Background: an optimization exercise with open tools, aiming at small area. Do not read the settings as production practice. The RTL was checked by simulation tests, not by an equivalence proof against the original design. Power and IR drop assume default switching activity.

==> flow/design.v <==
`timescale 1ns / 1ps
module sine_rom(
    input clk,
    input rst,
    input en,
    input[11:0] a,
    output[7:0] spo
    );
    reg[7:0] mem[0:4095];
    reg[11:0] a_q;
    initial $readmemh("sine_wave.hex", mem);
    always@(posedge clk)
    begin
        if (rst) a_q <= 12'd0;
        else if (en) a_q <= a;
    end
    assign spo = mem[a_q];
endmodule
module square_rom(
    input clk,
    input rst,
    input en,
    input[11:0] a,
    output[7:0] spo
    );
    reg[7:0] mem[0:4095];
    reg[11:0] a_q;
    initial $readmemh("square_wave.hex", mem);
    always@(posedge clk)
    begin
        if (rst) a_q <= 12'd0;
        else if (en) a_q <= a;
    end
    assign spo = mem[a_q];
endmodule
module triangle_rom(
    input clk,
    input rst,
    input en,
    input[11:0] a,
    output[7:0] spo
    );
    reg[7:0] mem[0:4095];
    reg[11:0] a_q;
    initial $readmemh("triangular_wave.hex", mem);
    always@(posedge clk)
    begin
        if (rst) a_q <= 12'd0;
        else if (en) a_q <= a;
    end
    assign spo = mem[a_q];
endmodule
module sawtooth_rom(
    input clk,
    input rst,
    input en,
    input[11:0] a,
    output[7:0] spo
    );
    reg[7:0] mem[0:4095];
    reg[11:0] a_q;
    initial $readmemh("sawtooth_wave.hex", mem);
    always@(posedge clk)
    begin
        if (rst) a_q <= 12'd0;
        else if (en) a_q <= a;
    end
    assign spo = mem[a_q];
endmodule
`timescale 1ns / 1ps
module mult(
    input CLK,
    input rst,
    input en,
    input signed[7:0] A,
    input signed[7:0] B,
    output reg signed[15:0] P
    );
    always@(posedge CLK)
    begin
        if (rst) P <= 16'sd0;
        else if (en) P <= A * B;
    end
endmodule
`timescale 1ns / 1ps
module full_adder(
    input clk,
    input rst,
    input en,
    input[11:0] freq_ctl,
    output[7:0] sine_wave,
    output[7:0] square_wave,
    output[7:0] triangle_wave,
    output[7:0] sawtooth_wave
    );
    reg[11:0] addr;
    always@(posedge clk)
    begin
        if (rst)
            addr <= 12'd0;
        else if (en)
            addr <= addr + freq_ctl;
    end
    sine_rom sine(
        .a(addr),
        .clk(clk),
        .rst(rst),
        .en(en),
        .spo(sine_wave)
    );
    square_rom square(
        .a(addr),
        .clk(clk),
        .rst(rst),
        .en(en),
        .spo(square_wave)
    );
    triangle_rom triangle(
        .a(addr),
        .clk(clk),
        .rst(rst),
        .en(en),
        .spo(triangle_wave)
    );
    sawtooth_rom sawtooth(
        .a(addr),
        .clk(clk),
        .rst(rst),
        .en(en),
        .spo(sawtooth_wave)
    );
endmodule
`timescale 1ns / 1ps
module wave_out(
    input clk,
    input rst,
    input en,
    input[1:0] wave_selector,
    input[11:0] freq_ctl,
    output reg[7:0] output_wave
    );
    wire[7:0] sin_input;
    wire[7:0] squ_input;
    wire[7:0] tri_input;
    wire[7:0] saw_input;
    full_adder full_adder_embed(
        .clk(clk),
        .rst(rst),
        .en(en),
        .freq_ctl(freq_ctl),
        .sine_wave(sin_input),
        .square_wave(squ_input),
        .triangle_wave(tri_input),
        .sawtooth_wave(saw_input)
        );
    always@(posedge clk)
    begin
        if (rst)
            output_wave <= 8'd0;
        else if (en)
        begin
            case(wave_selector)
                2'd0: output_wave <= sin_input;
                2'd1: output_wave <= squ_input;
                2'd2: output_wave <= tri_input;
                2'd3: output_wave <= saw_input;
            endcase
        end
    end
endmodule
`timescale 1ns / 1ps
module am_gen(
    input clk,
    input rst,
    input en,
    output signed[7:0] sin_s,
    output signed[7:0] sin_c
    );
    parameter freq_s = 7'd64;
    parameter freq_c = 11'd1920;
    parameter cnt_width = 8'd15;
    reg [cnt_width-1:0] cnt_s;
    reg [cnt_width-1:0] cnt_c;
    wire [11:0] addr_s;
    wire [11:0] addr_c;
    wire signed[7:0] raw_s;
    wire signed[7:0] raw_c;
    always @(posedge clk) 
    begin
        if (rst)
        begin
            cnt_s <= 0;
            cnt_c <= 0;
        end
        else if (en)
        begin
            cnt_s <= cnt_s + freq_s;
            cnt_c <= cnt_c + freq_c; 
        end
    end
    assign addr_s = cnt_s[cnt_width-1:cnt_width-12]; 
    assign addr_c = cnt_c[cnt_width-1:cnt_width-12]; 
    assign sin_s = raw_s + 8'd128;
    assign sin_c = raw_c + 8'd128;
    sine_rom sine_am_s(
        .a(addr_s),
        .clk(clk),
        .rst(rst),
        .en(en),
        .spo(raw_s)
    );
    sine_rom sine_am_c(
        .a(addr_c),
        .clk(clk),
        .rst(rst),
        .en(en),
        .spo(raw_c)
    );
endmodule
`timescale 1ns / 1ps
module am_out(
    input clk,
    input rst,
    input en,
    output reg[7:0] am_wave
    );
    wire[7:0] sc;
    wire[7:0] ss;
    wire[15:0] raw;
    reg[7:0] raw_tmp;
    am_gen am_gen_out(
        .clk(clk),
        .rst(rst),
        .en(en),
        .sin_s(ss),
        .sin_c(sc)
        );
    mult mult_am(
        .CLK(clk),
        .rst(rst),
        .en(en),
        .A(ss),
        .B(sc),
        .P(raw)
        );
    always@(*)
    begin
        raw_tmp = raw[15:8];
    end
    always@(posedge clk)
    begin
        if (rst)
            am_wave <= 8'd0;
        else if (en)
            am_wave <= raw_tmp + 8'd128;
    end
endmodule
`timescale 1ns / 1ps
module dac_mux(
    input mode,
    input[7:0] am,
    input[7:0] dds,
    output reg[7:0] dac
    );
    always@(*)
    begin
        if(mode == 1)
        begin
            dac = dds;
        end
        else
        begin
            dac = am;
        end
    end
endmodule
`timescale 1ns / 1ps
module theory_freq(
    input clk,
    input rst,
    input[11:0] freq_ctl,
    output reg[3:0] thou_count,
    output reg[3:0] hund_count,
    output reg[3:0] ten_count,
    output reg[3:0] one_count
    );
    reg[26:0] theo_freq;
    always@(posedge clk)
    begin
        if (rst)
        begin
            theo_freq <= 27'd0;
            one_count <= 4'd0;
            ten_count <= 4'd0;
            hund_count <= 4'd0;
            thou_count <= 4'd0;
        end
        else
        begin
            theo_freq <= freq_ctl * 10000 / 4096;
            one_count <= theo_freq % 10;
            ten_count <= theo_freq / 10 % 10;
            hund_count <= theo_freq / 100 % 10;
            thou_count <= theo_freq / 1000;
        end
    end
endmodule
`timescale 1ns / 1ps
module freq_ctl_data(
    input clk,
    input rst,
    input[11:0] freq_ctl,
    output reg[15:0] freq_ctl_data
    );
    reg[3:0] thou;
    reg[3:0] hund;
    reg[3:0] ten;
    reg[3:0] one;
    always@(posedge clk)
    begin
        if (rst)
        begin
            thou <= 4'd0;
            hund <= 4'd0;
            ten <= 4'd0;
            one <= 4'd0;
            freq_ctl_data <= 16'd0;
        end
        else
        begin
            one <= freq_ctl % 10;
            ten <= freq_ctl / 10 % 10;
            hund <= freq_ctl / 100 % 10;
            thou <= freq_ctl / 1000;
            freq_ctl_data[15:12] <= thou;
            freq_ctl_data[11:8] <= hund;
            freq_ctl_data[7:4] <= ten;
            freq_ctl_data[3:0] <= one;
        end
    end
endmodule
`timescale 1ns / 1ps
module dds_core(
    input clk,
    input rst,
    input mode,               
    input[1:0] wave_select,   
    input[11:0] freq_ctl,
    output[7:0] dac,
    output[15:0] theo_freq_bcd,
    output[15:0] freq_ctl_bcd
    );
    wire[7:0] dds_mux;
    wire[7:0] am_mux;
    wave_out wave_out_dds(
        .clk(clk),
        .rst(rst),
        .en(mode),
        .wave_selector(wave_select),
        .freq_ctl(freq_ctl),
        .output_wave(dds_mux)
        );
    am_out am_out_dynamic(
        .clk(clk),
        .rst(rst),
        .en(~mode),
        .am_wave(am_mux)
        );
    dac_mux dac_mux_dynamic(
        .mode(mode),
        .am(am_mux),
        .dds(dds_mux),
        .dac(dac)
        );
    theory_freq theory_freq_embed(
        .clk(clk),
        .rst(rst),
        .freq_ctl(freq_ctl),
        .thou_count(theo_freq_bcd[15:12]),
        .hund_count(theo_freq_bcd[11:8]),
        .ten_count(theo_freq_bcd[7:4]),
        .one_count(theo_freq_bcd[3:0])
        );
    freq_ctl_data freq_ctl_data_dds(
        .clk(clk),
        .rst(rst),
        .freq_ctl(freq_ctl),
        .freq_ctl_data(freq_ctl_bcd)
        );
endmodule
==> flow/run.sh <==
#!/bin/bash
# synth_recipe.tcl (not shown) runs the flow's synth.tcl, then flattens the netlist and writes it again
# the make line also repeats each setting of config.mk as NAME=value (left out here)
make -C /OpenROAD-flow-scripts/flow DESIGN_CONFIG=/design/flow/config.mk WORK_HOME=/design/flow/orfs CLKGATE_MAP_FILE= SYNTH_SCRIPT=/design/flow/synth_recipe.tcl finish
==> flow/config.mk <==
export PLATFORM = sky130hd
export DESIGN_NAME = dds_core
export DESIGN_NICKNAME = dds_core
export VERILOG_FILES = /design/flow/design.v
export SDC_FILE = /design/flow/constraint.sdc
export NUM_CORES = 4
export LEC_CHECK = 0
export CAP_MARGIN = 20
export CORE_MARGIN = 2
export CORE_UTILIZATION = 40
export SLEW_MARGIN = 20
export SYNTH_MEMORY_MAX_BITS = 65536
==> flow/constraint.sdc <==
create_clock -name core_clock -period 15.0 [get_ports {clk}]
set_input_delay 3.0000 -clock core_clock [delete_from_list [all_inputs] [get_ports {clk}]]
set_output_delay 3.0000 -clock core_clock [all_outputs]
set_load 0.01 [all_outputs]
Not shown: flow/sawtooth_wave.hex, flow/sine_wave.hex, flow/square_wave.hex, flow/triangular_wave.hex
==> results.txt, run 1 <==
status=complete, no violations; FF-to-FF path depth=30; Max Freq=a little over 0.07 GHz; post-synthesis compound-gate area fraction=around 36%; total chip power=roughly 8.0 mW; Fin Setup TNS=0 ps; unrepaired setup endpoints after global routing=no; FF/Latch Area=roughly 3700 um^2; Reg clk slew, reported paths=100 ps; # rows=about 100; final period utilization=between 90% and 100%; Post-Layout Inst Area=roughly 34000 um^2; sequential cell area share=10.7%; Max rail drop VDD=a little over 0.0004 V; max_slew headroom=roughly 28%; Pleak=around 13 nW; CTS tree=built; CP bufs+invs=5; area of the multi-input gates=~26000 um^2; Non-Filler Instances=approximately 5700; syn_area_per_cell=~6.8 um^2; most common flop cell mapped by yosys=dfxtp_1; yosys warns=12; Yosys top cell area share=a little under an eighth; top cells by count, synth=nor2_1 (509), nand2_1 (500), a21oi_1 (472); Post-Synth Adder-Cell Area=12.1%; pin count of the biggest net entering global routing=slightly above 90; startpoint class of the critical path=input port; register area share after synthesis=11.3%; WL met1=around 49 mm; NumNets Final=roughly 4900; # resized after CTS=0; vias in the first global route=approximately 33000; share of cells above drive strength 1=6.27%; Max-Cap Viols=0; Initial Utilization=40.3%; XOR/XNOR share of the synthesized area=5.64%; root buffer cell=clkbuf_16
==> inputs of run 2 (changes only) <==
==> flow/design.v (replaced) <==
`timescale 1ns / 1ps
module dds_core(
    input clk,
    input rst,
    input mode,               
    input[1:0] wave_select,   
    input[11:0] freq_ctl,
    output[7:0] dac,
    output[15:0] theo_freq_bcd,
    output[15:0] freq_ctl_bcd
    );
    localparam [7167:0] QSIN = 7168'hfffffffffffffffffffffffffffffffffffffffffffffffffffffffffffffffffffffffffffffffffffffffffffffffffffffbf7efdfbf7efdfbf7efdfbf7efdfbf7efdfbf7efdfbf7efdfbf7efdfbf7efdfbf7efdfbf7efbf7efdfbf7efdfbf7efdfbf7efdfbf7efdfbf7efdfbf7efdfbf3e7cf9f3e7cf9f3e7cf9f3e7cf9f3e7cf9f3e7cf9efdfbf7efdfbf7efdfbf7efdfbf7efdfbf7ebd7af5ebd7af5ebd7af5ebd7af5ebd7af3e7cf9f3e7cf9f3e7cf9f3e7cf9f3e3c78f1e3c78f1e3c78f1e3c78efdfbf7efdfbf7efdfbf7efdfbf6eddbb76eddbb76eddbb76edd7af5ebd7af5ebd7af5ebd7a74e9d3a74e9d3a74e9d3a73e7cf9f3e7cf9f3e7cf9f2e5cb972e5cb972e5cb8f1e3c78f1e3c78f1e3c3870e1c3870e1c3870dfbf7efdfbf7efdfbf7eeddbb76eddbb76eddb76eddbb76eddbb76ecd9b366cd9b366cd9af5ebd7af5ebd7af56ad5ab56ad5ab56ad3a74e9d3a74e9d3a3468d1a3468d1a33e7cf9f3e7cf9f366cd9b366cd9b365cb972e5cb972e4c993264c993264c78f1e3c78f1e3c58b162c58b162c3870e1c3870e1c183060c183060bf7efdfbf7efdebd7af5ebd7af5dbb76eddbb76edcb972e5cb972ddbb76eddbb76ad5ab56ad5ab566cd9b366cd9b162c58b162c57af5ebd7af5eb56ad5ab56ad56ad5ab56ad5a952a54a952a53a74e9d3a74a952a54a952a3468d1a3468d0a142850a13e7cf9f3e7cf9d3a74e9d3a6cd9b366cd9b3264c993264b972e5cb972e54a952a54a93264c9932644891224488f1e3c78f1e3468d1a3468d162c58b162c48912244890e1c3870e1c2850a14285060c183060c0810204080fdfbf7efdfbe7cf9f3e7af5ebd7af5e3c78f1e3c76eddbb76edd3a74e9d3a72e5cb972e1c3870e1c376eddbb76ed9b366cd9ab56ad5ab568d1a3468d19b366cd9b264c993264c58b162c583060c18305ebd7af5eb972e5cb972d5ab56ad58b162c58b15ab56ad5aa54a952a54a54a952a542850a14274e9d3a74e993264c992a54a952a54891224488d1a3468d122448912242850a142810204080f9f3e7cf9e3c78f1e3c74e9d3a74e1c3870e1b366cd9b3468d1a3468c993264c983060c182e5cb972e58b162c58a952a54a952850a14284c993264c912244891122448912040810203c78f1e3c78e1c3870e1a3468d1a3060c183058b162c58a142850a1224489122040810204070e1c3870c183060c142850a142040810203060c1830408102040408102040000000000;
    localparam [4095:0] AMTAB = 4096'h80818283838482817e7b78767576777b7f84898d90908e8a847d756f6a696a6e757e8891989c9c9991877c70665f5d5f65707d8b98a1a7a7a3988b7b6c5f5652555d6b7b8d9ca9b0b1ab9f8f7c69594f4a4d5766798da0afb7b8b1a4927d68564a44475162778da2b2bbbdb6a9947e68554741434e5f758ca2b3bdbfb9ab978069554741434d5e748aa0b2bdbfb9ab98816b574942444e5e73899daeb9bbb6a997836e5b4e4748516072869aa9b3b5b1a696847160544f4f5763738495a2aaada9a0938474675d58585e6875828f9aa0a3a0998f84786e666363676e77818a91959795908a827b75716f6f72767b808488898a898784817e7d7c7c7c7d7e7f807f7e7e7d7c7c7d7e8183868889898784807b7672706f71757b828990949695908981776e686363666e78838f989fa29f998f8274685e59585d677483939fa9aca9a194847363574f4f5560708395a5b0b4b2a89986725f5148474e5b6e8297a9b5bab8ad9d88725e4d444249576b8197aab8bebcb19f8a735d4c42404755698096aab8bebcb2a18b755f4e43414755687e94a8b5bcbab1a18c77625147454a56687c91a3b0b7b6ae9f8c7966574d4b4f59697b8e9eaab0afa89c8c7b6a5d5553565f6c7b8b98a2a7a6a1978a7d70655f5d5f66707c8791989c9c9790887e756e6a696b6f757d848a8e908f8d89847f7b78767677797c7e818283838281808080;
    reg [11:0] acc;      
    reg [11:0] aq;       
    reg [7:0]  dds_q;    
    wire [10:0] h = aq[10:0];
    wire [10:0] j = ({1'b0, h[9:0] ^ {10{h[10]}}}) + {10'd0, h[10]};
    wire [6:0]  q = QSIN[j[9:0]*7 +: 7] | {7{j[10]}};
    wire        hz = (h == 11'd0);
    wire [7:0]  sine = (aq[11] & hz) ? 8'd128 : {~aq[11], q ^ {7{aq[11]}}};
    reg [7:0] wave;
    always @(*) begin
        case (wave_select)
            2'd0: wave = sine;
            2'd1: wave = {8{~aq[11]}};
            2'd2: wave = aq[10:3] ^ {8{aq[11]}};
            default: wave = aq[11:4];
        endcase
    end
    always @(posedge clk) begin
        if (rst) begin
            acc <= 12'd0;
            aq <= 12'd0;
            dds_q <= 8'd0;
        end else if (mode) begin
            acc <= acc + freq_ctl;
            aq <= acc;
            dds_q <= wave;
        end
    end
    reg [9:0] am_st;
    always @(posedge clk) begin
        if (rst)
            am_st <= {1'b1, 9'd509};
        else if (!mode) begin
            am_st[8:0] <= am_st[8:0] + 9'd1;
            am_st[9] <= am_st[9] & ~(&am_st[8:0]);
        end
    end
    wire [7:0] am = am_st[9] ? {am_st[1], 7'd0} : AMTAB[am_st[8:0]*8 +: 8];
    assign dac = mode ? dds_q : am;
    reg [11:0] fc1, fc2;
    reg rst_q;
    always @(posedge clk) begin
        fc1 <= freq_ctl;
        rst_q <= rst;
        fc2 <= (rst | rst_q) ? 12'd0 : fc1;
    end
    function [15:0] bin2bcd(input [11:0] v);
        integer i;
        reg [27:0] sh;
        begin
            sh = {16'd0, v};
            for (i = 0; i < 12; i = i + 1) begin
                if (sh[15:12] > 4) sh[15:12] = sh[15:12] + 4'd3;
                if (sh[19:16] > 4) sh[19:16] = sh[19:16] + 4'd3;
                if (sh[23:20] > 4) sh[23:20] = sh[23:20] + 4'd3;
                if (sh[27:24] > 4) sh[27:24] = sh[27:24] + 4'd3;
                sh = sh << 1;
            end
            bin2bcd = sh[27:12];
        end
    endfunction
    assign freq_ctl_bcd = bin2bcd(fc2);
    wire [14:0] p1 = {3'b0, fc2} + {1'b0, fc2, 2'b0};
    wire [10:0] r1 = p1[10:0];
    wire [13:0] p2 = {3'b0, r1} + {1'b0, r1, 2'b0};
    wire [9:0]  r2 = p2[9:0];
    wire [12:0] p3 = {3'b0, r2} + {1'b0, r2, 2'b0};
    wire [8:0]  r3 = p3[8:0];
    wire [11:0] p4 = {3'b0, r3} + {1'b0, r3, 2'b0};
    assign theo_freq_bcd = {p1[14:11], p2[13:10], p3[12:9], p4[11:8]};
endmodule
==> flow/flow/run.sh (new file) <==
#!/bin/bash
# Standard synthesis, then the combinational logic between the standard
# synthesis's registers is re-mapped by ABC with an area-oriented script
# (registers, their names and cell types are kept as they are), then the
# standard ORFS layout from floorplan to finish.
set -euo pipefail
R=$PWD/orfs/results/sky130hd/dds_core/base
bash standard.sh synth > synth.log 2>&1
cp $R/1_2_yosys.v $R/1_2_yosys_std.v
LIB=$FLOW_HOME/platforms/sky130hd/lib/sky130_fd_sc_hd__tt_025C_1v80.lib
DU="$(sed -n "/DONT_USE_CELLS +=/,/^#/p" $FLOW_HOME/platforms/sky130hd/config.mk | grep -o "sky130_fd_sc_hd__[a-z0-9_]*" | sed "s/^/-dont_use /" | tr "\n" " ") -dont_use sky130_fd_sc_hd__fa* -dont_use sky130_fd_sc_hd__ha*"
cat > resyn.ys <<EOF
read_liberty -ignore_miss_func $LIB
read_verilog $R/1_2_yosys_std.v
hierarchy -top $FLOW_TOP
setattr -mod -set keep_hierarchy 1 sky130_fd_sc_hd__*df*
flatten
hierarchy -top $FLOW_TOP
blackbox sky130_fd_sc_hd__*df*
delete t:\$scopeinfo
opt_clean -purge
opt_clean
abc -liberty $LIB $DU -script $PWD/flow/resyn.abc
opt_clean -purge
read_liberty -lib -ignore_miss_func $LIB
hilomap -singleton -hicell sky130_fd_sc_hd__conb_1 HI -locell sky130_fd_sc_hd__conb_1 LO
insbuf -buf sky130_fd_sc_hd__buf_4 A X
splitnets
opt_clean -purge
check -assert
tee -o resyn_stat.log stat -liberty $LIB
write_verilog -noattr -nohex -nodec -noexpr $R/1_2_yosys.v
EOF
yosys -s resyn.ys > resyn.log 2>&1
rm -f $R/1_synth.odb $R/1_synth.sdc
bash standard.sh > layout.log 2>&1
==> flow/flow/resyn.abc (new file) <==
strash
&get -n
&deepsyn -T 120
&put
strash
dch -f
map -a
==> flow/standard.sh (new file) <==
#!/bin/bash
# synth_recipe.tcl (not shown) runs the flow's synth.tcl, then flattens the netlist and writes it again
# the make line also repeats each setting of config.mk as NAME=value (left out here)
make -C /OpenROAD-flow-scripts/flow DESIGN_CONFIG=/design/flow/config.mk WORK_HOME=/design/flow/orfs CLKGATE_MAP_FILE= SYNTH_SCRIPT=/design/flow/synth_recipe.tcl "${@:-finish}"
--- a/flow/config.mk
+++ b/flow/config.mk
@@ -6,4 +6,5 @@
 export NUM_CORES = 4
 export LEC_CHECK = 0
+export ABC_AREA = 1
 export CAP_MARGIN = 20
 export CORE_MARGIN = 2
removed: flow/sawtooth_wave.hex
removed: flow/sine_wave.hex
removed: flow/square_wave.hex
removed: flow/triangular_wave.hex
removed: flow/run.sh
==> run 2 against run 1 <==
Hold slack got worse by 21 ps. Cell count is 66% lower. Clock power fell by 63%. Critical endpoint is now freq_ctl_bcd[2]. Non-clock buffer count is 56 lower. Synthesized cell count down 67%. Largest power group unchanged. Via count decreased by 67%. Worst setup slack improved by 4300 ps. Largest cell class unchanged. Power decreased by 85%. Critical path type is now flip-flop to output pin.
==> results.txt, run 2 <==
RR Startpoint=aq[1] (was theory_freq_embed.theo_freq[12]); Max rail drop VDD=0.0000886 V (was 0.000411 V); DRC viols=0 (unchanged); Req. time, crit path=12000 ps (was 15430 ps); Worst Tran Pin Value=1030 ps (was 1070 ps); Die W=150 um (was 289 um); CTS tree=built (unchanged); Flop pwr share=17.2% (was 7.8%); worst-path maximum fanout=5 (was 20); dpl cells=1923 (was 5635); Pleak=3.66 nW (was 13.3 nW); hold buffers post-CTS=0 (unchanged); Levels on crit path=42 (was 37); WL per Instance=21.2 um (was 19.4 um); hold crit path type=flip-flop to flip-flop (unchanged); die area=22400 um^2 (was 83300 um^2); # rows=53 (was 104); internal power=0.623 mW (was 3.46 mW); RePlAce Congestion=1.12 (was 0.950); final hold violations=0 (unchanged); share of cells above drive strength 1=3.49% (was 6.27%); Clk pwr share=15.5% (was 6.2%); ANT nets after route=0 (unchanged); initial antenna violation count=0 (was 1); most frequent cells in the layout=nor2_1 (382), clkinv_1 (272), nand2_1 (206), o21ai_0 (161), a21oi_1 (142) (was nor2_1 (508), nand2_1 (500), a21oi_1 (472), o21ai_0 (412), inv_1 (198)); syn_area_per_cell=5.41 um^2 (was 6.75 um^2); Max Freq=0.104 GHz (was 0.0717 GHz); DRT iter0 DRCs=1358 (was 4419); Max-Cap Viols=0 (unchanged); Overall Global Routing Usage=36.1% (was 25.6%); status=complete, no violations (unchanged); Num CTS Buffers=9 (was 17); crit path DAT=6650 ps (was 14380 ps); Worst setup endpoint=freq_ctl_bcd[2] (was freq_ctl_data_dds.one[3]); post-synthesis net count=1589 (was 5072); final core utilization=46.9% (was 42.4%); # IOs=57 (unchanged); Syn-to-layout area delta=15.6% (was 5.27%); Sw Ratio=47.8% (was 57.0%); Final WS setup=5350 ps (was 1050 ps); NumNets Final=1676 (was 4867); CORE AREA=21000 um^2 (was 80400 um^2); Vias per Instance=6.12 (was 6.35); startpoint class of the critical path=flip-flop (was input port); WL final=41.2 mm (was 110 mm); Crit. Startpoint=fc2[10] (was freq_ctl[1]); combinational power share=67.3% (was 86.0%); Reg clk slew, reported paths=50 ps (was 100 ps); # resized after CTS=0 (unchanged); yosys warns=1 (was 12); setup violators final=0 (unchanged); Non-Filler Instances=1939 (was 5668); Critical-path top delay cell=clkdlybuf4s50_1 (was nor2_1); max_slew headroom=30.9% (was 28.2%); Num Clock Sinks=67 (was 183); first-pass GRT wire length=62.4 mm (was 178 mm); vias in the first global route=10817 (was 32718); Critical Path Max Stage Delay=480 ps (was 820 ps); R2R setup slack=8930 ps (was 3660 ps); GRT overflow=0 (unchanged); Fin Setup TNS=0 ps (unchanged); FF-to-FF End=dds_q[1] (was theory_freq_embed.one_count[2]); cell count after synthesis=1572 (was 4799); die height=150 um (was 289 um); NetSw=0.571 mW (was 4.58 mW); FF-to-FF path depth=25 (was 30); critical path type=flip-flop to output pin (was input port to flip-flop); most used cell, CP=clkinv_1 (was nand2_1); min cycle time layout=9650 ps (was 13950 ps); Initial Utilization=40.6% (was 40.3%); Top delay family on crit path=simple AND/OR/NAND/NOR gates (was compound AO/OA/AOI/OAI gates); Port-buffer cells=55 (unchanged); Setup WS pre-CTS=5760 ps (was 733 ps); Worst Skew=4.19 ps (was 24.7 ps); Final Max Tran Viols=0 (unchanged); worst skew pair latency=320 ps (was 500 ps); Worst Setup End Kind=output pin (was flip-flop); hpwl dp=31.6 mm (was 78.2 mm); PwrDens=121 nW/um^2 (was 236 nW/um^2); final period utilization=64.3% (was 93.0%); Max Buffers Root-to-Sink=2 (unchanged); First-pass DRT Iterations=7 (was 6); CP bufs+invs=13 (was 5); synthesized cell area=8500 um^2 (was 32400 um^2); htree depth=3 (was 4); post-CTS setup buffer count=0 (unchanged); commonest non-fill, non-tap cell in the layout=nor2_1 (unchanged); pin count of the biggest net entering global routing=40 (was 91); unrepaired setup endpoints after global routing=no (unchanged); smallest hold slack=404 ps (was 425 ps); root buffer cell=clkbuf_16 (unchanged); Via Count=11868 (was 36015)
run 2: power by group through the flow:
| stage | logic (mW) | clock network, mW | registers [mW] |
|---|---|---|---|
| finish | 0.803 | 0.185 | 0.206 |
| global route | 0.882 | 0.195 | 0.206 |
| CTS | 0.788 | 0.188 | 0.205 |
| detailed placement | 0.784 | 0 | 0.209 |
| global placement | 0.785 | 0 | 0.208 |
| floorplan | 0.484 | 0 | 0.206 |
run 2: tightest hold or removal path, cell delays in order (launching register included):
cell and delay [ps]:
dfxtp_1 300, clkinv_1 40, nor2_1 30
run 2: through the flow:
step | area (um^2) | total power [mW]
finish | 9830 | 1.19
global route | 9830 | 1.28
CTS | 9830 | 1.18
detailed placement | 9560 | 0.993
global placement | 9560 | 0.993
floorplan | 8500 | 0.689
run 2: cell type report:
cell class	instances	area [um^2]
antenna	1	2.50
fill	2340	11100
tap	275	344
clock buffer	9	225
inverter	272	1020
sequential	67	1340
clock inverter	6	43.8
timing repair buffer	78	723
multi-input combinational	1231	6130
run 2: worst min-delay path by stage:
stage	end	startpoint	slack, ps	cells past startpoint
2_1_floorplan	fc2[0]	fc1[0]	390	2
3_3_place_gp	fc2[9]	fc1[9]	390	2
3_5_place_dp	fc2[10]	fc1[10]	390	2
4_1_cts	fc2[10]	fc1[10]	400	2
5_1_grt	fc2[10]	fc1[10]	420	2
6_report	fc2[9]	fc1[9]	400	2
run 2: metal layers:
layer	vias up	part of all wire (%)	global-route usage [%]	wire length (um)
met5	-	0	0	0
met4	0	6.4	17.9	2630
met3	218	12	9.76	4880
met2	837	43	56.2	17700
met1	5276	39	46.0	16000
li1	5537	-	-	-
==> inputs of run 3 (changes only) <==
--- a/flow/design.v
+++ b/flow/design.v
@@ -11,5 +11,6 @@
     );
     localparam [7167:0] QSIN = 7168'hfffffffffffffffffffffffffffffffffffffffffffffffffffffffffffffffffffffffffffffffffffffffffffffffffffffbf7efdfbf7efdfbf7efdfbf7efdfbf7efdfbf7efdfbf7efdfbf7efdfbf7efdfbf7efdfbf7efbf7efdfbf7efdfbf7efdfbf7efdfbf7efdfbf7efdfbf7efdfbf3e7cf9f3e7cf9f3e7cf9f3e7cf9f3e7cf9f3e7cf9efdfbf7efdfbf7efdfbf7efdfbf7efdfbf7ebd7af5ebd7af5ebd7af5ebd7af5ebd7af3e7cf9f3e7cf9f3e7cf9f3e7cf9f3e3c78f1e3c78f1e3c78f1e3c78efdfbf7efdfbf7efdfbf7efdfbf6eddbb76eddbb76eddbb76edd7af5ebd7af5ebd7af5ebd7a74e9d3a74e9d3a74e9d3a73e7cf9f3e7cf9f3e7cf9f2e5cb972e5cb972e5cb8f1e3c78f1e3c78f1e3c3870e1c3870e1c3870dfbf7efdfbf7efdfbf7eeddbb76eddbb76eddb76eddbb76eddbb76ecd9b366cd9b366cd9af5ebd7af5ebd7af56ad5ab56ad5ab56ad3a74e9d3a74e9d3a3468d1a3468d1a33e7cf9f3e7cf9f366cd9b366cd9b365cb972e5cb972e4c993264c993264c78f1e3c78f1e3c58b162c58b162c3870e1c3870e1c183060c183060bf7efdfbf7efdebd7af5ebd7af5dbb76eddbb76edcb972e5cb972ddbb76eddbb76ad5ab56ad5ab566cd9b366cd9b162c58b162c57af5ebd7af5eb56ad5ab56ad56ad5ab56ad5a952a54a952a53a74e9d3a74a952a54a952a3468d1a3468d0a142850a13e7cf9f3e7cf9d3a74e9d3a6cd9b366cd9b3264c993264b972e5cb972e54a952a54a93264c9932644891224488f1e3c78f1e3468d1a3468d162c58b162c48912244890e1c3870e1c2850a14285060c183060c0810204080fdfbf7efdfbe7cf9f3e7af5ebd7af5e3c78f1e3c76eddbb76edd3a74e9d3a72e5cb972e1c3870e1c376eddbb76ed9b366cd9ab56ad5ab568d1a3468d19b366cd9b264c993264c58b162c583060c18305ebd7af5eb972e5cb972d5ab56ad58b162c58b15ab56ad5aa54a952a54a54a952a542850a14274e9d3a74e993264c992a54a952a54891224488d1a3468d122448912242850a142810204080f9f3e7cf9e3c78f1e3c74e9d3a74e1c3870e1b366cd9b3468d1a3468c993264c983060c182e5cb972e58b162c58a952a54a952850a14284c993264c912244891122448912040810203c78f1e3c78e1c3870e1a3468d1a3060c183058b162c58a142850a1224489122040810204070e1c3870c183060c142850a142040810203060c1830408102040408102040000000000;
-    localparam [4095:0] AMTAB = 4096'h80818283838482817e7b78767576777b7f84898d90908e8a847d756f6a696a6e757e8891989c9c9991877c70665f5d5f65707d8b98a1a7a7a3988b7b6c5f5652555d6b7b8d9ca9b0b1ab9f8f7c69594f4a4d5766798da0afb7b8b1a4927d68564a44475162778da2b2bbbdb6a9947e68554741434e5f758ca2b3bdbfb9ab978069554741434d5e748aa0b2bdbfb9ab98816b574942444e5e73899daeb9bbb6a997836e5b4e4748516072869aa9b3b5b1a696847160544f4f5763738495a2aaada9a0938474675d58585e6875828f9aa0a3a0998f84786e666363676e77818a91959795908a827b75716f6f72767b808488898a898784817e7d7c7c7c7d7e7f807f7e7e7d7c7c7d7e8183868889898784807b7672706f71757b828990949695908981776e686363666e78838f989fa29f998f8274685e59585d677483939fa9aca9a194847363574f4f5560708395a5b0b4b2a89986725f5148474e5b6e8297a9b5bab8ad9d88725e4d444249576b8197aab8bebcb19f8a735d4c42404755698096aab8bebcb2a18b755f4e43414755687e94a8b5bcbab1a18c77625147454a56687c91a3b0b7b6ae9f8c7966574d4b4f59697b8e9eaab0afa89c8c7b6a5d5553565f6c7b8b98a2a7a6a1978a7d70655f5d5f66707c8791989c9c9790887e756e6a696b6f757d848a8e908f8d89847f7b78767677797c7e818283838281808080;
+    localparam [2047:0] AMQ = 2048'h8096aab8bebcb2a18b755f4e43414755687e94a8b5bcbab1a18c77625147454a56687c91a3b0b7b6ae9f8c7966574d4b4f59697b8e9eaab0afa89c8c7b6a5d5553565f6c7b8b98a2a7a6a1978a7d70655f5d5f66707c8791989c9c9790887e756e6a696b6f757d848a8e908f8d89847f7b78767677797c7e818283838281808080;
+    localparam [1023:0] AMC = 1024'h15103fcc004000c0014100000144400304455540c015555030055540000155550000055503f0105403fc315500f300010000c00040430f0014000c00455003f13000000000000c03c30300f3c3000330fc030ffc003cff30030cff000033ff000000000000000000000000000000000000000000000000000000000000000000;
     reg [11:0] acc;      
     reg [11:0] aq;       
@@ -30,10 +31,14 @@
     end
     always @(posedge clk) begin
+        if (rst)
+            acc <= 12'd0;
+        else
+            acc <= acc + (freq_ctl & {12{mode}});
+    end
+    always @(posedge clk) begin
         if (rst) begin
-            acc <= 12'd0;
             aq <= 12'd0;
             dds_q <= 8'd0;
         end else if (mode) begin
-            acc <= acc + freq_ctl;
             aq <= acc;
             dds_q <= wave;
@@ -41,13 +46,20 @@
     end
     reg [9:0] am_st;
+    wire am_en = ~mode;
     always @(posedge clk) begin
         if (rst)
             am_st <= {1'b1, 9'd509};
-        else if (!mode) begin
-            am_st[8:0] <= am_st[8:0] + 9'd1;
-            am_st[9] <= am_st[9] & ~(&am_st[8:0]);
+        else begin
+            am_st[8:0] <= am_st[8:0] + {8'd0, am_en};
+            am_st[9] <= am_st[9] & ~(am_en & (&am_st[8:0]));
         end
     end
-    wire [7:0] am = am_st[9] ? {am_st[1], 7'd0} : AMTAB[am_st[8:0]*8 +: 8];
+    wire [8:0] ak = am_st[8:0];
+    wire       am_m = ak[7] & (ak[6:0] != 7'd0);
+    wire [7:0] am_rp = am_m ? (8'd0 - ak[7:0]) : ak[7:0];
+    wire [7:0] am_b = AMQ[am_rp*8 +: 8];
+    wire [1:0] am_c = AMC[ak*2 +: 2];
+    wire [7:0] am_v = (am_b ^ {8{ak[8] ^ am_m}}) + {{6{am_c[1]}}, am_c};
+    wire [7:0] am = am_st[9] ? {am_st[1], 7'd0} : am_v;
     assign dac = mode ? dds_q : am;
     reg [11:0] fc1, fc2;
--- a/flow/flow/run.sh
+++ b/flow/flow/run.sh
@@ -34,3 +34,4 @@
 yosys -s resyn.ys > resyn.log 2>&1
 rm -f $R/1_synth.odb $R/1_synth.sdc
+export BUFFER_PORTS_ARGS="-buffer_cell sky130_fd_sc_hd__buf_1"
 bash standard.sh > layout.log 2>&1
==> flow/flow/resyn.abc (replaced) <==
strash
&get -n
&deepsyn -T 300
&put
strash
&get -n
&dch
&nf -a -p -F 8 -A 6 -R 1000
&put
--- a/flow/config.mk
+++ b/flow/config.mk
@@ -9,5 +9,8 @@
 export CAP_MARGIN = 20
 export CORE_MARGIN = 2
-export CORE_UTILIZATION = 40
+export CORE_UTILIZATION = 45
+export CTS_BUF_LIST = sky130_fd_sc_hd__clkbuf_4 sky130_fd_sc_hd__clkbuf_8
+export CTS_CLUSTER_DIAMETER = 100
+export CTS_CLUSTER_SIZE = 30
 export SLEW_MARGIN = 20
 export SYNTH_MEMORY_MAX_BITS = 65536
==> run 3 against run 2 <==
Clock power fell by 16%. Worst setup slack got worse by 940 ps. Synthesized cell count fell by 30%. Power fell by 13%. Sequential power rose by 3%. Maximum frequency fell by 8.9%. Clock skew rose by 7.1 ps. Cell count fell by 27%. Critical path type unchanged. Non-clock buffer count fell by 5. Flip-flop and latch count did not move. Largest power group unchanged.
==> results.txt, run 3 <==
synthesized cell area=7310 um^2 (was 8500 um^2); RR Startpoint=aq[0] (was aq[1]); hold crit path type=flip-flop to flip-flop (unchanged); startpoint class of the critical path=flip-flop (unchanged); most used cell, CP=nor2_1 (was clkinv_1); DRC viols=0 (unchanged); worst-path maximum fanout=9 (was 5); Max-Cap Viols=0 (unchanged); commonest non-fill, non-tap cell in the layout=nand2_1 (was nor2_1); CORE AREA=15900 um^2 (was 21000 um^2); Max Buffers Root-to-Sink=2 (unchanged); syn_area_per_cell=6.62 um^2 (was 5.41 um^2); # resized after CTS=0 (unchanged); Pleak=2.90 nW (was 3.66 nW); critical path type=flip-flop to output pin (unchanged); pin count of the biggest net entering global routing=38 (was 40); max_slew headroom=36.5% (was 30.9%); WL final=22.1 mm (was 41.2 mm); initial antenna violation count=0 (unchanged); dpl cells=1391 (was 1923); PwrDens=127 nW/um^2 (was 121 nW/um^2); vias in the first global route=7464 (was 10817); die height=131 um (was 150 um); RePlAce Congestion=0.977 (was 1.12); Worst Tran Pin Value=950 ps (was 1030 ps); crit path DAT=7600 ps (was 6650 ps); # IOs=57 (unchanged); CTS tree=built (unchanged); DRT iter0 DRCs=781 (was 1358); area of the multi-input gates=5880 um^2 (was 6130 um^2); Max rail drop VDD=0.0000869 V (was 0.0000886 V); root buffer cell=clkbuf_8 (was clkbuf_16); status=complete, no violations (unchanged); Max Freq=0.0944 GHz (was 0.104 GHz); htree depth=3 (unchanged); # rows=46 (was 53); FF/Latch Area=1340 um^2 (unchanged); Worst Setup End Kind=output pin (unchanged); final hold violations=0 (unchanged); Non-Filler Instances=1407 (was 1939); yosys warns=1 (unchanged); setup violators final=0 (unchanged); first-pass GRT wire length=36.8 mm (was 62.4 mm); share of cells above drive strength 1=3.11% (was 3.49%); post-synthesis net count=1121 (was 1589); Num Clock Sinks=67 (unchanged); ANT nets after route=0 (unchanged); ant diodes=0 (was 1); First-pass DRT Iterations=5 (was 7); NumNets Final=1203 (was 1676); Critical-path top delay cell=dfxtp_1 (was clkdlybuf4s50_1); Critical Path Max Stage Delay=490 ps (was 480 ps); Worst setup endpoint=freq_ctl_bcd[2] (unchanged); most frequent cells in the layout=nand2_1 (154), o21ai_0 (135), nor2_1 (122), a21oi_1 (119), dfxtp_1 (67) (was nor2_1 (382), clkinv_1 (272), nand2_1 (206), o21ai_0 (161), a21oi_1 (142)); R2R setup slack=10120 ps (was 8930 ps); FF-to-FF End=dds_q[2] (was dds_q[1]); Die W=131 um (was 150 um); fillers=1675 (was 2340); WL per Instance=15.7 um (was 21.2 um); FF-to-FF path depth=14 (was 25); Fin Setup TNS=0 ps (unchanged); die area=17300 um^2 (was 22400 um^2); Final Max Tran Viols=0 (unchanged); unrepaired setup endpoints after global routing=no (unchanged); Req. time, crit path=12000 ps (about the same); Syn-to-layout area delta=11.3% (was 15.6%); Vias per Instance=6.06 (was 6.12); Initial Utilization=46.0% (was 40.6%); Crit. Startpoint=fc2[10] (unchanged); min cycle time layout=10600 ps (was 9650 ps); Port-buffer cells=55 (unchanged); worst skew pair latency=350 ps (was 320 ps); GRT overflow=0 (unchanged); Overall Global Routing Usage=24.9% (was 36.1%); Worst Skew=11.3 ps (was 4.19 ps); hpwl dp=16.5 mm (was 31.6 mm); post-CTS setup buffer count=0 (unchanged); hold buffers post-CTS=0 (unchanged); cell count after synthesis=1104 (was 1572); Via Count=8530 (was 11868); Num CTS Buffers=9 (unchanged); Reg clk slew, reported paths=70 ps (was 50 ps); final period utilization=70.6% (was 64.3%)
run 3: report_power, final:
group          internal (mW)  switching (mW)
sequential             0.191          0.0208
clock                 0.0826          0.0735
combinational          0.257           0.409
total                  0.531           0.504
run 3: how the worst min path moves through the flow:
stage | from | end | cells past startpoint
5_1_grt | fc1[11] | fc2[11] | 1
3_3_place_gp | fc1[3] | fc2[3] | 1
4_1_cts | fc1[2] | fc2[2] | 1
2_1_floorplan | fc1[0] | fc2[0] | 1
3_5_place_dp | fc1[7] | fc2[7] | 1
6_report | fc1[9] | fc2[9] | 1
run 3: critical path, delay by kind of cell (launching register included):
family	cells	cell delay (ps)
buffers and inverters	3	400
AO/OA/AOI/OAI	13	3250
XOR/XNOR	4	950
AND/OR/NAND/NOR	13	2150
flip-flops	1	490
run 3: routing by layer:
metal | vias up | track usage (%) | share of wire [%]
li1 | 4257 | - | -
met1 | 3835 | 34.0 | 45
met2 | 376 | 40.4 | 46
met3 | 62 | 3.59 | 6.9
met4 | 0 | 7.61 | 2.6
met5 | - | 0 | 0
run 3: final cells by class:
class | count | area share, %
repair buffers | 73 | 4.20
clock inverters | 6 | 0.892
multi-input cells | 1011 | 72.3
clock buffers | 10 | 1.69
flip-flops and latches | 67 | 16.5
inverters | 24 | 1.11
well taps | 216 | 3.32
run 3: through the flow:
step	total power, mW	utilization, %	worst slack [ps]	area [um^2]	hold WS [ps]
2_1_floorplan	0.711	-	5750	7310	407
3_3_place_gp	0.872	49.9	5020	7920	411
3_5_place_dp	0.875	49.9	4820	7920	416
4_1_cts	1.03	51.2	4410	8130	436
5_1_grt	1.12	51.2	3400	8130	441
6_report	1.03	51.2	4400	8130	430
==> inputs of run 4 (changes only) <==
--- a/flow/design.v
+++ b/flow/design.v
@@ -20,11 +20,13 @@
     wire [6:0]  q = QSIN[j[9:0]*7 +: 7] | {7{j[10]}};
     wire        hz = (h == 11'd0);
-    wire [7:0]  sine = (aq[11] & hz) ? 8'd128 : {~aq[11], q ^ {7{aq[11]}}};
+    wire       inv = aq[11] & ~(hz & ~wave_select[1]);
+    wire [6:0] lo = wave_select[1] ? aq[9:3] : q;
+    wire [7:0] st = {wave_select[1] & aq[10], lo} ^ {8{inv}};
     reg [7:0] wave;
     always @(*) begin
         case (wave_select)
-            2'd0: wave = sine;
+            2'd0: wave = {~st[7], st[6:0]};
             2'd1: wave = {8{~aq[11]}};
-            2'd2: wave = aq[10:3] ^ {8{aq[11]}};
+            2'd2: wave = st;
             default: wave = aq[11:4];
         endcase
==> flow/flow/run.sh (replaced) <==
#!/bin/bash
# Standard synthesis, then the combinational logic between the standard
# synthesis's registers is re-mapped by ABC with an area-oriented script
# (registers, their names and cell types are kept as they are); ABC runs
# with a few random seeds in parallel and the smallest netlist is kept.
# Then the standard ORFS layout from floorplan to finish.
set -euo pipefail
R=$PWD/orfs/results/sky130hd/dds_core/base
bash standard.sh synth > synth.log 2>&1
cp $R/1_2_yosys.v $R/1_2_yosys_std.v
LIB=$FLOW_HOME/platforms/sky130hd/lib/sky130_fd_sc_hd__tt_025C_1v80.lib
DU="$(sed -n "/DONT_USE_CELLS +=/,/^#/p" $FLOW_HOME/platforms/sky130hd/config.mk | grep -o "sky130_fd_sc_hd__[a-z0-9_]*" | sed "s/^/-dont_use /" | tr "\n" " ") -dont_use sky130_fd_sc_hd__fa* -dont_use sky130_fd_sc_hd__ha*"
for S in 0 1 2 3; do
  sed "s/@SEED@/$S/" flow/resyn.abc > resyn_$S.abc
  cat > resyn_$S.ys <<EOF
read_liberty -ignore_miss_func $LIB
read_verilog $R/1_2_yosys_std.v
hierarchy -top $FLOW_TOP
setattr -mod -set keep_hierarchy 1 sky130_fd_sc_hd__*df*
flatten
hierarchy -top $FLOW_TOP
blackbox sky130_fd_sc_hd__*df*
delete t:\$scopeinfo
opt_clean -purge
abc -liberty $LIB $DU -script $PWD/resyn_$S.abc
opt_clean -purge
read_liberty -lib -ignore_miss_func $LIB
hilomap -singleton -hicell sky130_fd_sc_hd__conb_1 HI -locell sky130_fd_sc_hd__conb_1 LO
insbuf -buf sky130_fd_sc_hd__buf_4 A X
splitnets
opt_clean -purge
check -assert
tee -o resyn_stat_$S.log stat -liberty $LIB
write_verilog -noattr -nohex -nodec -noexpr $PWD/resyn_out_$S.v
EOF
  (yosys -s resyn_$S.ys > resyn_$S.log 2>&1 || true) &
done
wait
best=""; bestA=""
for S in 0 1 2 3; do
  A=$(grep -i "chip area for module" resyn_stat_$S.log 2>/dev/null | awk '{print $NF}')
  [ -n "$A" ] || continue
  echo "seed $S area $A" >> resyn_pick.log
  if [ -z "$best" ] || awk "BEGIN{exit !($A < $bestA)}"; then best=$S; bestA=$A; fi
done
echo "picked seed $best area $bestA" >> resyn_pick.log
cp resyn_out_$best.v $R/1_2_yosys.v
rm -f $R/1_synth.odb $R/1_synth.sdc
export BUFFER_PORTS_ARGS="-buffer_cell sky130_fd_sc_hd__buf_1"
bash standard.sh > layout.log 2>&1
==> flow/flow/resyn.abc (replaced) <==
strash
&get -n
&deepsyn -T 300 -S @SEED@
&put
strash
&get -n
&dch
&nf -a -p -F 8 -A 6 -R 1000
&put
--- a/flow/config.mk
+++ b/flow/config.mk
@@ -10,7 +10,8 @@
 export CORE_MARGIN = 2
 export CORE_UTILIZATION = 45
-export CTS_BUF_LIST = sky130_fd_sc_hd__clkbuf_4 sky130_fd_sc_hd__clkbuf_8
+export CTS_BUF_LIST = sky130_fd_sc_hd__clkbuf_4
 export CTS_CLUSTER_DIAMETER = 100
 export CTS_CLUSTER_SIZE = 30
+export GPL_TIMING_DRIVEN = 0
 export SLEW_MARGIN = 20
 export SYNTH_MEMORY_MAX_BITS = 65536
==> run 4 against run 3 <==
Sequential power barely moved. Largest power group unchanged. Wire length is 3.4% higher. Combinational power down 5.4%. Critical path depth decreased by 7. Count of clock-buffer cells in the layout shrank 1. Utilization down 0.45 points. Design area down 0.88%. Sequential share of layout area increased by 0.15 points. Power decreased by 5.3%. Synthesized cell count unchanged. Global-route usage rose by 0.76 points. Highest routed layer unchanged. Via count is 0.30% higher.
==> results.txt, run 4 <==
worst skew pair latency=420 ps (was 350 ps); synthesized cell area=7300 um^2 (was 7310 um^2); unrepaired setup endpoints after global routing=no (unchanged); initial antenna violation count=0 (unchanged); critical path type=flip-flop to output pin (unchanged); Critical Path Max Stage Delay=870 ps (was 490 ps); # resized after CTS=0 (unchanged); Syn-to-layout area delta=10.5% (was 11.3%); Vias per Instance=6.13 (was 6.06); ant diodes=0 (unchanged); hold buffers post-CTS=0 (unchanged); WL per Instance=16.4 um (was 15.7 um); hold crit path type=flip-flop to flip-flop (unchanged); DRC viols=0 (unchanged); PwrDens=121 nW/um^2 (was 127 nW/um^2); Fin Setup TNS=0 ps (unchanged); Max-Cap Viols=0 (unchanged); Non-Filler Instances=1395 (was 1407); Via Count=8556 (was 8530); CTS tree=built (unchanged); hpwl dp=17.0 mm (was 16.5 mm); RePlAce Congestion=0.979 (was 0.977); share of cells above drive strength 1=2.80% (was 3.11%); final period utilization=70.7% (was 70.6%); WL met1=10.3 mm (was 9.86 mm); R2R setup slack=10030 ps (was 10120 ps); Initial Utilization=45.9% (was 46.0%); die area=17200 um^2 (was 17300 um^2); post-synthesis net count=1121 (unchanged); Max rail drop VDD=0.000100 V (was 0.0000869 V); Final Max Tran Viols=0 (unchanged); Worst Tran Pin Value=1040 ps (was 950 ps); yosys warns=1 (unchanged); first-pass GRT wire length=37.5 mm (was 36.8 mm); Reg clk slew, reported paths=130 ps (was 70 ps); met2 WL=10.1 mm (about the same); final hold violations=0 (unchanged); min cycle time layout=10600 ps (about the same); cell count after synthesis=1104 (unchanged); Req. time, crit path=12000 ps (about the same); # rows=46 (unchanged); htree depth=3 (unchanged); Port-buffer cells=55 (unchanged); GRT overflow=0 (unchanged); Max Buffers Root-to-Sink=2 (unchanged); crit path DAT=7600 ps (about the same); Num Clock Sinks=67 (unchanged); WL final=22.9 mm (was 22.1 mm); setup violators final=0 (unchanged); ANT nets after route=0 (unchanged); fillers=1668 (was 1675); post-CTS setup buffer count=0 (unchanged); Max Freq=0.0943 GHz (was 0.0944 GHz); Die W=131 um (about the same); commonest non-fill, non-tap cell in the layout=nor2_1 (was nand2_1); dpl cells=1379 (was 1391); vias in the first global route=7667 (was 7464); Top delay family on crit path=simple AND/OR/NAND/NOR gates (was compound AO/OA/AOI/OAI gates); DR WL met3=1.93 mm (was 1.53 mm); root buffer cell=clkbuf_4 (was clkbuf_8); pin count of the biggest net entering global routing=45 (was 38); startpoint class of the critical path=flip-flop (unchanged); NumNets Final=1191 (was 1203); status=complete, no violations (unchanged); max_slew headroom=30.6% (was 36.5%); worst-path maximum fanout=21 (was 9); syn_area_per_cell=6.61 um^2 (was 6.62 um^2); Critical-path top delay cell=dfxtp_1 (unchanged); Worst Skew=18.8 ps (was 11.3 ps); CP bufs+invs=2 (was 3); DRT iter0 DRCs=970 (was 781); die height=131 um (about the same); Pleak=2.91 nW (was 2.90 nW); Top Metal Used=met4 (unchanged); CORE AREA=15900 um^2 (unchanged); Worst Setup End Kind=output pin (unchanged); Overall Global Routing Usage=25.6% (was 24.9%); Num CTS Buffers=9 (unchanged); First-pass DRT Iterations=6 (was 5); most frequent cells in the layout=nor2_1 (143), nand2_1 (124), a21oi_1 (122), o21ai_0 (106), dfxtp_1 (67) (was nand2_1 (154), o21ai_0 (135), nor2_1 (122), a21oi_1 (119), dfxtp_1 (67)); # IOs=57 (unchanged)
[run 4: per-stage QoR]
step | hold slack, ps | power (mW) | utilization, % | instance area (um^2) | setup slack (ps)
after floorplan | 407 | 0.679 | - | 7300 | 6250
after CTS | 439 | 0.975 | 50.7 | 8060 | 4630
after global routing | 458 | 1.06 | 50.8 | 8060 | 3720
final | 435 | 0.979 | 50.8 | 8060 | 4400
after detailed placement | 412 | 0.833 | 49.7 | 7890 | 5160
after global placement | 408 | 0.832 | 48.9 | 7770 | 4680
[run 4: worst reg2reg max path, stage by stage, from the launching register on]
cell      delay (ps)
dfxtp_1          400
or3_1            510
or3_1            420
nand2_1          160
xor2_1           810
o21ai_0          510
nand2_1          260
a21oi_1           60
o21ai_0          310
nor2b_1          300
a22oi_1          130
or3_1            390
a31oi_1          220
o21ai_0          100
a211oi_1         190
nor3_1            70
[run 4: final cells by class]
type	instances	area (um^2)	area share, %
multi-input combinational	1005	5890	73.1
sequential	67	1340	16.6
tap	216	270	3.35
timing repair buffer	59	263	3.26
inverter	30	113	1.40
clock inverter	7	100	1.24
clock buffer	9	67.6	0.838
buffer	2	15.0	0.186
[run 4: final timing paths]
check | startpoint | endpoint | cells after the start
max | am_st[0] | dac[5] | 26
min | fc1[4] | fc2[4] | 1
max reg2reg | aq[0] | dds_q[3] | 15
min reg2reg | fc1[4] | fc2[4] | 1
[run 4: layer usage]
metal  global-route usage [%]  vias up
li1                         -     4191
met3                     3.86       60
met1                     35.5     3883
met4                     7.37        0
met5                        0        -
met2                     41.3      422
[run 4: report_power, final]
part	internal, mW	total [mW]	switching, mW
registers	0.190	0.211	0.0209
clock network	0.0690	0.138	0.0695
logic	0.236	0.630	0.394
==> inputs of run 5 (changes only) <==
--- a/flow/design.v
+++ b/flow/design.v
@@ -12,5 +12,5 @@
     localparam [7167:0] QSIN = 7168'hfffffffffffffffffffffffffffffffffffffffffffffffffffffffffffffffffffffffffffffffffffffffffffffffffffffbf7efdfbf7efdfbf7efdfbf7efdfbf7efdfbf7efdfbf7efdfbf7efdfbf7efdfbf7efdfbf7efbf7efdfbf7efdfbf7efdfbf7efdfbf7efdfbf7efdfbf7efdfbf3e7cf9f3e7cf9f3e7cf9f3e7cf9f3e7cf9f3e7cf9efdfbf7efdfbf7efdfbf7efdfbf7efdfbf7ebd7af5ebd7af5ebd7af5ebd7af5ebd7af3e7cf9f3e7cf9f3e7cf9f3e7cf9f3e3c78f1e3c78f1e3c78f1e3c78efdfbf7efdfbf7efdfbf7efdfbf6eddbb76eddbb76eddbb76edd7af5ebd7af5ebd7af5ebd7a74e9d3a74e9d3a74e9d3a73e7cf9f3e7cf9f3e7cf9f2e5cb972e5cb972e5cb8f1e3c78f1e3c78f1e3c3870e1c3870e1c3870dfbf7efdfbf7efdfbf7eeddbb76eddbb76eddb76eddbb76eddbb76ecd9b366cd9b366cd9af5ebd7af5ebd7af56ad5ab56ad5ab56ad3a74e9d3a74e9d3a3468d1a3468d1a33e7cf9f3e7cf9f366cd9b366cd9b365cb972e5cb972e4c993264c993264c78f1e3c78f1e3c58b162c58b162c3870e1c3870e1c183060c183060bf7efdfbf7efdebd7af5ebd7af5dbb76eddbb76edcb972e5cb972ddbb76eddbb76ad5ab56ad5ab566cd9b366cd9b162c58b162c57af5ebd7af5eb56ad5ab56ad56ad5ab56ad5a952a54a952a53a74e9d3a74a952a54a952a3468d1a3468d0a142850a13e7cf9f3e7cf9d3a74e9d3a6cd9b366cd9b3264c993264b972e5cb972e54a952a54a93264c9932644891224488f1e3c78f1e3468d1a3468d162c58b162c48912244890e1c3870e1c2850a14285060c183060c0810204080fdfbf7efdfbe7cf9f3e7af5ebd7af5e3c78f1e3c76eddbb76edd3a74e9d3a72e5cb972e1c3870e1c376eddbb76ed9b366cd9ab56ad5ab568d1a3468d19b366cd9b264c993264c58b162c583060c18305ebd7af5eb972e5cb972d5ab56ad58b162c58b15ab56ad5aa54a952a54a54a952a542850a14274e9d3a74e993264c992a54a952a54891224488d1a3468d122448912242850a142810204080f9f3e7cf9e3c78f1e3c74e9d3a74e1c3870e1b366cd9b3468d1a3468c993264c983060c182e5cb972e58b162c58a952a54a952850a14284c993264c912244891122448912040810203c78f1e3c78e1c3870e1a3468d1a3060c183058b162c58a142850a1224489122040810204070e1c3870c183060c142850a142040810203060c1830408102040408102040000000000;
     localparam [2047:0] AMQ = 2048'h8096aab8bebcb2a18b755f4e43414755687e94a8b5bcbab1a18c77625147454a56687c91a3b0b7b6ae9f8c7966574d4b4f59697b8e9eaab0afa89c8c7b6a5d5553565f6c7b8b98a2a7a6a1978a7d70655f5d5f66707c8791989c9c9790887e756e6a696b6f757d848a8e908f8d89847f7b78767677797c7e818283838281808080;
-    localparam [1023:0] AMC = 1024'h15103fcc004000c0014100000144400304455540c015555030055540000155550000055503f0105403fc315500f300010000c00040430f0014000c00455003f13000000000000c03c30300f3c3000330fc030ffc003cff30030cff000033ff000000000000000000000000000000000000000000000000000000000000000000;
+    localparam [2047:0] AMC = 2048'h55550000055540301555500c0555444300044500000105000c000400cff0115000000000000000000000000000000000000000000000000000000000000000010000055503f0105403fc315500f300010000c00040430f0014000c00455003f1000000000000000000000000000000000000000000000000000000000000000003ff300003fcc30033fcf000ffc300fc3300030f3c03030f00c000000000003000000000000000000000000000000000000000000000000000000000000000000000000000000000000000000000000000000000000000000000000000000000;
     reg [11:0] acc;      
     reg [11:0] aq;       
@@ -47,21 +47,35 @@
         end
     end
-    reg [9:0] am_st;
+    reg [7:0] am_r;
+    reg am_d, am_h, am_f;
     wire am_en = ~mode;
     always @(posedge clk) begin
-        if (rst)
-            am_st <= {1'b1, 9'd509};
-        else begin
-            am_st[8:0] <= am_st[8:0] + {8'd0, am_en};
-            am_st[9] <= am_st[9] & ~(am_en & (&am_st[8:0]));
+        if (rst) begin
+            am_r <= 8'd3;
+            am_d <= 1'b1;
+            am_h <= 1'b1;
+            am_f <= 1'b1;
+        end else if (am_en) begin
+            if (!am_d) begin
+                if (am_r[7]) begin
+                    am_r <= 8'd127;
+                    am_d <= 1'b1;
+                end else
+                    am_r <= am_r + 8'd1;
+            end else begin
+                if (am_r == 8'd1) begin
+                    am_r <= 8'd0;
+                    am_d <= 1'b0;
+                    am_h <= ~am_h;
+                    am_f <= 1'b0;
+                end else
+                    am_r <= am_r - 8'd1;
+            end
         end
     end
-    wire [8:0] ak = am_st[8:0];
-    wire       am_m = ak[7] & (ak[6:0] != 7'd0);
-    wire [7:0] am_rp = am_m ? (8'd0 - ak[7:0]) : ak[7:0];
-    wire [7:0] am_b = AMQ[am_rp*8 +: 8];
-    wire [1:0] am_c = AMC[ak*2 +: 2];
-    wire [7:0] am_v = (am_b ^ {8{ak[8] ^ am_m}}) + {{6{am_c[1]}}, am_c};
-    wire [7:0] am = am_st[9] ? {am_st[1], 7'd0} : am_v;
+    wire [7:0] am_b = AMQ[am_r*8 +: 8];
+    wire [1:0] am_c = AMC[{am_h, am_d, am_r}*2 +: 2];
+    wire [7:0] am_v = (am_b ^ {8{am_h ^ am_d}}) + {{6{am_c[1]}}, am_c};
+    wire [7:0] am = am_f ? {~(am_r[1] & am_r[0]), 7'd0} : am_v;
     assign dac = mode ? dds_q : am;
     reg [11:0] fc1, fc2;
--- a/flow/flow/run.sh
+++ b/flow/flow/run.sh
@@ -3,5 +3,5 @@
 # synthesis's registers is re-mapped by ABC with an area-oriented script
 # (registers, their names and cell types are kept as they are); ABC runs
-# with a few random seeds in parallel and the smallest netlist is kept.
+# with eight random seeds, four at a time, and the smallest netlist is kept.
 # Then the standard ORFS layout from floorplan to finish.
 set -euo pipefail
@@ -11,5 +11,6 @@
 LIB=$FLOW_HOME/platforms/sky130hd/lib/sky130_fd_sc_hd__tt_025C_1v80.lib
 DU="$(sed -n "/DONT_USE_CELLS +=/,/^#/p" $FLOW_HOME/platforms/sky130hd/config.mk | grep -o "sky130_fd_sc_hd__[a-z0-9_]*" | sed "s/^/-dont_use /" | tr "\n" " ") -dont_use sky130_fd_sc_hd__fa* -dont_use sky130_fd_sc_hd__ha*"
-for S in 0 1 2 3; do
+run_seed() {
+  S=$1
   sed "s/@SEED@/$S/" flow/resyn.abc > resyn_$S.abc
   cat > resyn_$S.ys <<EOF
@@ -34,9 +35,12 @@
 write_verilog -noattr -nohex -nodec -noexpr $PWD/resyn_out_$S.v
 EOF
-  (yosys -s resyn_$S.ys > resyn_$S.log 2>&1 || true) &
-done
+  yosys -s resyn_$S.ys > resyn_$S.log 2>&1 || true
+}
+for S in 0 1 2 3; do run_seed $S & done
+wait
+for S in 4 5 6 7; do run_seed $S & done
 wait
 best=""; bestA=""
-for S in 0 1 2 3; do
+for S in 0 1 2 3 4 5 6 7; do
   A=$(grep -i "chip area for module" resyn_stat_$S.log 2>/dev/null | awk '{print $NF}')
   [ -n "$A" ] || continue
@@ -48,3 +52,4 @@
 rm -f $R/1_synth.odb $R/1_synth.sdc
 export BUFFER_PORTS_ARGS="-buffer_cell sky130_fd_sc_hd__buf_1"
+export CTS_ARGS="-sink_clustering_enable -repair_clock_nets -dont_use_dummy_load -sink_clustering_size 30 -sink_clustering_max_diameter 100 -buf_list sky130_fd_sc_hd__clkbuf_8"
 bash standard.sh > layout.log 2>&1
==> flow/flow/resyn.abc (replaced) <==
strash
&get -n
&deepsyn -T 20 -S @SEED@
&put
strash
dch -f
amap -A 20 -F 4
--- a/flow/config.mk
+++ b/flow/config.mk
@@ -10,5 +10,5 @@
 export CORE_MARGIN = 2
 export CORE_UTILIZATION = 45
-export CTS_BUF_LIST = sky130_fd_sc_hd__clkbuf_4
+export CTS_BUF_LIST = sky130_fd_sc_hd__clkbuf_8
 export CTS_CLUSTER_DIAMETER = 100
 export CTS_CLUSTER_SIZE = 30
==> run 5 against run 4 <==
Still clean on timing, DRC and antenna. First-iteration DRC count grew 33%. Utilization shrank 0.37 points. Power decreased by 17%. Sequential power about the same. Critical path type unchanged. Critical endpoint is now freq_ctl_bcd[2]. Highest routed layer unchanged.
==> results.txt, run 5 <==
min cycle time layout=9880 ps (was 10600 ps); Fin Setup TNS=0 ps (unchanged); final period utilization=65.9% (was 70.7%); Num Clock Sinks=68 (was 67); most used cell, CP=clkinv_1; setup violators final=0 (unchanged); CTS tree=built (unchanged); root buffer cell=clkbuf_8 (was clkbuf_4); Max Buffers Root-to-Sink=2 (unchanged); # resized after CTS=0 (unchanged); startpoint class of the critical path=flip-flop (unchanged); # rows=45 (was 46); Num CTS Buffers=9 (unchanged); most frequent cells in the layout=nor2_1 (294), o21ai_0 (167), clkinv_1 (161), nand2_1 (106), a21oi_1 (103) (was nor2_1 (143), nand2_1 (124), a21oi_1 (122), o21ai_0 (106), dfxtp_1 (67)); Pleak=2.70 nW (was 2.91 nW); Port-buffer cells=55 (unchanged); synthesized cell area=7080 um^2 (was 7300 um^2); CORE AREA=15300 um^2 (was 15900 um^2); Max rail drop VDD=0.0000811 V (was 0.000100 V); crit path DAT=6880 ps (was 7600 ps); GRT overflow=0 (unchanged); worst-path maximum fanout=8 (was 21); Final Max Tran Viols=0 (unchanged); Via Count=9243 (was 8556); final hold violations=0 (unchanged); Max-Cap Viols=0 (unchanged); yosys warns=1 (unchanged); share of cells above drive strength 1=1.41% (was 2.80%); Die W=129 um (was 131 um); Worst Setup End Kind=output pin (unchanged); First-pass DRT Iterations=7 (was 6); Overall Global Routing Usage=30.3% (was 25.6%); total chip power=0.817 mW (was 0.979 mW); DRT iter0 DRCs=1289 (was 970); pin count of the biggest net entering global routing=29 (was 45); worst skew pair latency=350 ps (was 420 ps); ant diodes=0 (unchanged); NumNets Final=1299 (was 1191); post-CTS setup buffer count=0 (unchanged); hpwl dp=19.7 mm (was 17.0 mm); RePlAce Congestion=1.01 (was 0.979); PwrDens=106 nW/um^2 (was 121 nW/um^2); hold crit path type=flip-flop to flip-flop (unchanged); post-synthesis net count=1231 (was 1121); Worst Skew=22.5 ps (was 18.8 ps); Reg clk slew, reported paths=80 ps (was 130 ps); syn_area_per_cell=5.83 um^2 (was 6.61 um^2); htree depth=3 (unchanged); Vias per Instance=6.20 (was 6.13); Critical Path Max Stage Delay=500 ps (was 870 ps); WL final=25.6 mm (was 22.9 mm); Max Freq=0.101 GHz (was 0.0943 GHz); Worst Tran Pin Value=1140 ps (was 1040 ps); status=complete, no violations (unchanged); ANT nets after route=0 (unchanged); Top delay family on crit path=simple AND/OR/NAND/NOR gates (unchanged); Critical-path top delay cell=dfxtp_1 (unchanged); CP bufs+invs=11 (was 2); DRC viols=0 (unchanged); unrepaired setup endpoints after global routing=no (unchanged); Req. time, crit path=12000 ps (about the same); max_slew headroom=23.5% (was 30.6%); vias in the first global route=8201 (was 7667); WL per Instance=17.2 um (was 16.4 um); Initial Utilization=46.2% (was 45.9%); first-pass GRT wire length=40.8 mm (was 37.5 mm); die height=129 um (was 131 um); initial antenna violation count=0 (unchanged); critical path type=flip-flop to output pin (unchanged); hold buffers post-CTS=0 (unchanged); cell count after synthesis=1214 (was 1104); # IOs=57 (unchanged); die area=16800 um^2 (was 17200 um^2); Syn-to-layout area delta=9.00% (was 10.5%); commonest non-fill, non-tap cell in the layout=nor2_1 (unchanged)
run 5: cell count changes in the layout (fill, tap and decap cells not counted), sizes merged, moves of 18 or more:
cell    before  now
a21oi      122  103
a22o        21    0
and2        31    0
clkinv      33  161
nand2      124  106
nand2b      33    0
nor2       143  294
nor3        51   24
o21ai      107  169
o22ai        9   65
xnor2       68    0
xor2        29    0
run 5: final timing paths:
| kind | startpoint | end | slack (ps) | cells past startpoint |
|---|---|---|---|---|
| worst max-delay path | fc2[11] | freq_ctl_bcd[2] | 5120 | 42 |
| worst min-delay path | fc1[1] | fc2[1] | 420 | 1 |
| worst max register to register | aq[1] | dds_q[0] | 8920 | 22 |
| worst min register to register | fc1[1] | fc2[1] | 420 | 1 |
run 5: where the power goes:
group / switching, mW / leakage [nW] / internal [mW]
Clock: 0.0592 / 0.0647 / 0.0534
Combinational: 0.335 / 2.08 / 0.162
Sequential: 0.0151 / 0.562 / 0.193
run 5: final cells by class:
class	count	area [um^2]
buffer	2	15.0
clock buffer	9	124
fill	1696	7600
inverter	161	604
multi-input combinational	983	5120
sequential	68	1360
tap	211	264
timing repair buffer	57	226
run 5: worst reg2reg max path: stages, from the launching register on:
cell and delay (ps):
dfxtp_1 320, nor2_1 210, clkinv_1 140, nor2_1 210
clkinv_1 150, nor2_1 390, clkinv_1 160, nor2_1 420
o21ai_0 180, o31ai_2 210, clkinv_1 580, nor2_1 520
clkinv_1 250, nor2_1 150, a21oi_1 50, or4_1 470
a311oi_1 450, o32a_1 200, o21ai_0 150, nand3_1 120
o21ai_0 80, or3b_1 420, o211a_1 130
run 5: through the flow:
| stage | std cells | utilization (%) | hold WS (ps) | setup WS [ps] | cell area, um^2 |
|---|---|---|---|---|---|
| final | 1491 | 50.4 | 419 | 5120 | 7720 |
| after global routing | 1491 | 50.4 | 439 | 4120 | 7720 |
| after CTS | 1491 | 50.3 | 425 | 5150 | 7710 |
| after detailed placement | 1482 | 49.5 | 421 | 5550 | 7580 |
| after global placement | 1480 | 49.3 | 418 | 5610 | 7550 |
| after floorplan | 1214 | - | 414 | 6470 | 7080 |
run 5: layer usage:
| layer | vias up | GRT usage [%] | routed length [um] |
|---|---|---|---|
| met3 | 101 | 6.81 | 2520 |
| met5 | - | 0 | 0 |
| met1 | 4045 | 40.8 | 11000 |
| met4 | 0 | 12.2 | 1010 |
| li1 | 4554 | - | - |
| met2 | 543 | 47.2 | 11000 |

[static timing again, ports no longer ideal]
In the flow no input, the clock included, has a driving cell. The finished layouts below were timed again as built, in two steps. Step 1 sets driving cells, clkbuf_16 on the clock port and buf_2 on the other inputs (assumed; they add their load-dependent delay and slew). Step 2 adds t to the input delays and takes it off the output delays; t is the mean of the earliest and latest rising clock arrival at the registers after step 1. Input paths then give back, and output paths get back, about the clock's delay inside the block. a / b / c = ideal ports / drivers / drivers and shift; a / b = the first two.
run | t, ns | slack for setup (ns) | worst setup path after step 2 | clock arrival spread, ns | cell pins on the clock port's net
run 1 | 0.550 | 1.051 / 0.980 / 0.430 | input to register | 0.029 / 0.028 | 1
run 2 | 0.354 | 5.348 / 5.316 / 5.671 | register to output | 0.005 / 0.005 | 1
run 3 | 0.383 | 4.404 / 4.368 / 4.751 | register to output | 0.013 / 0.012 | 1
run 4 | 0.438 | 4.397 / 4.368 / 4.806 | register to output | 0.019 / 0.020 | 1
run 5 | 0.370 | 5.121 / 5.087 / 5.457 | register to output | 0.023 / 0.023 | 1
After both steps setup and hold are still met in every run listed. The setup slack of run 1, which loses most, moves by -0.071 ns with the drivers and by -0.621 ns with both steps.
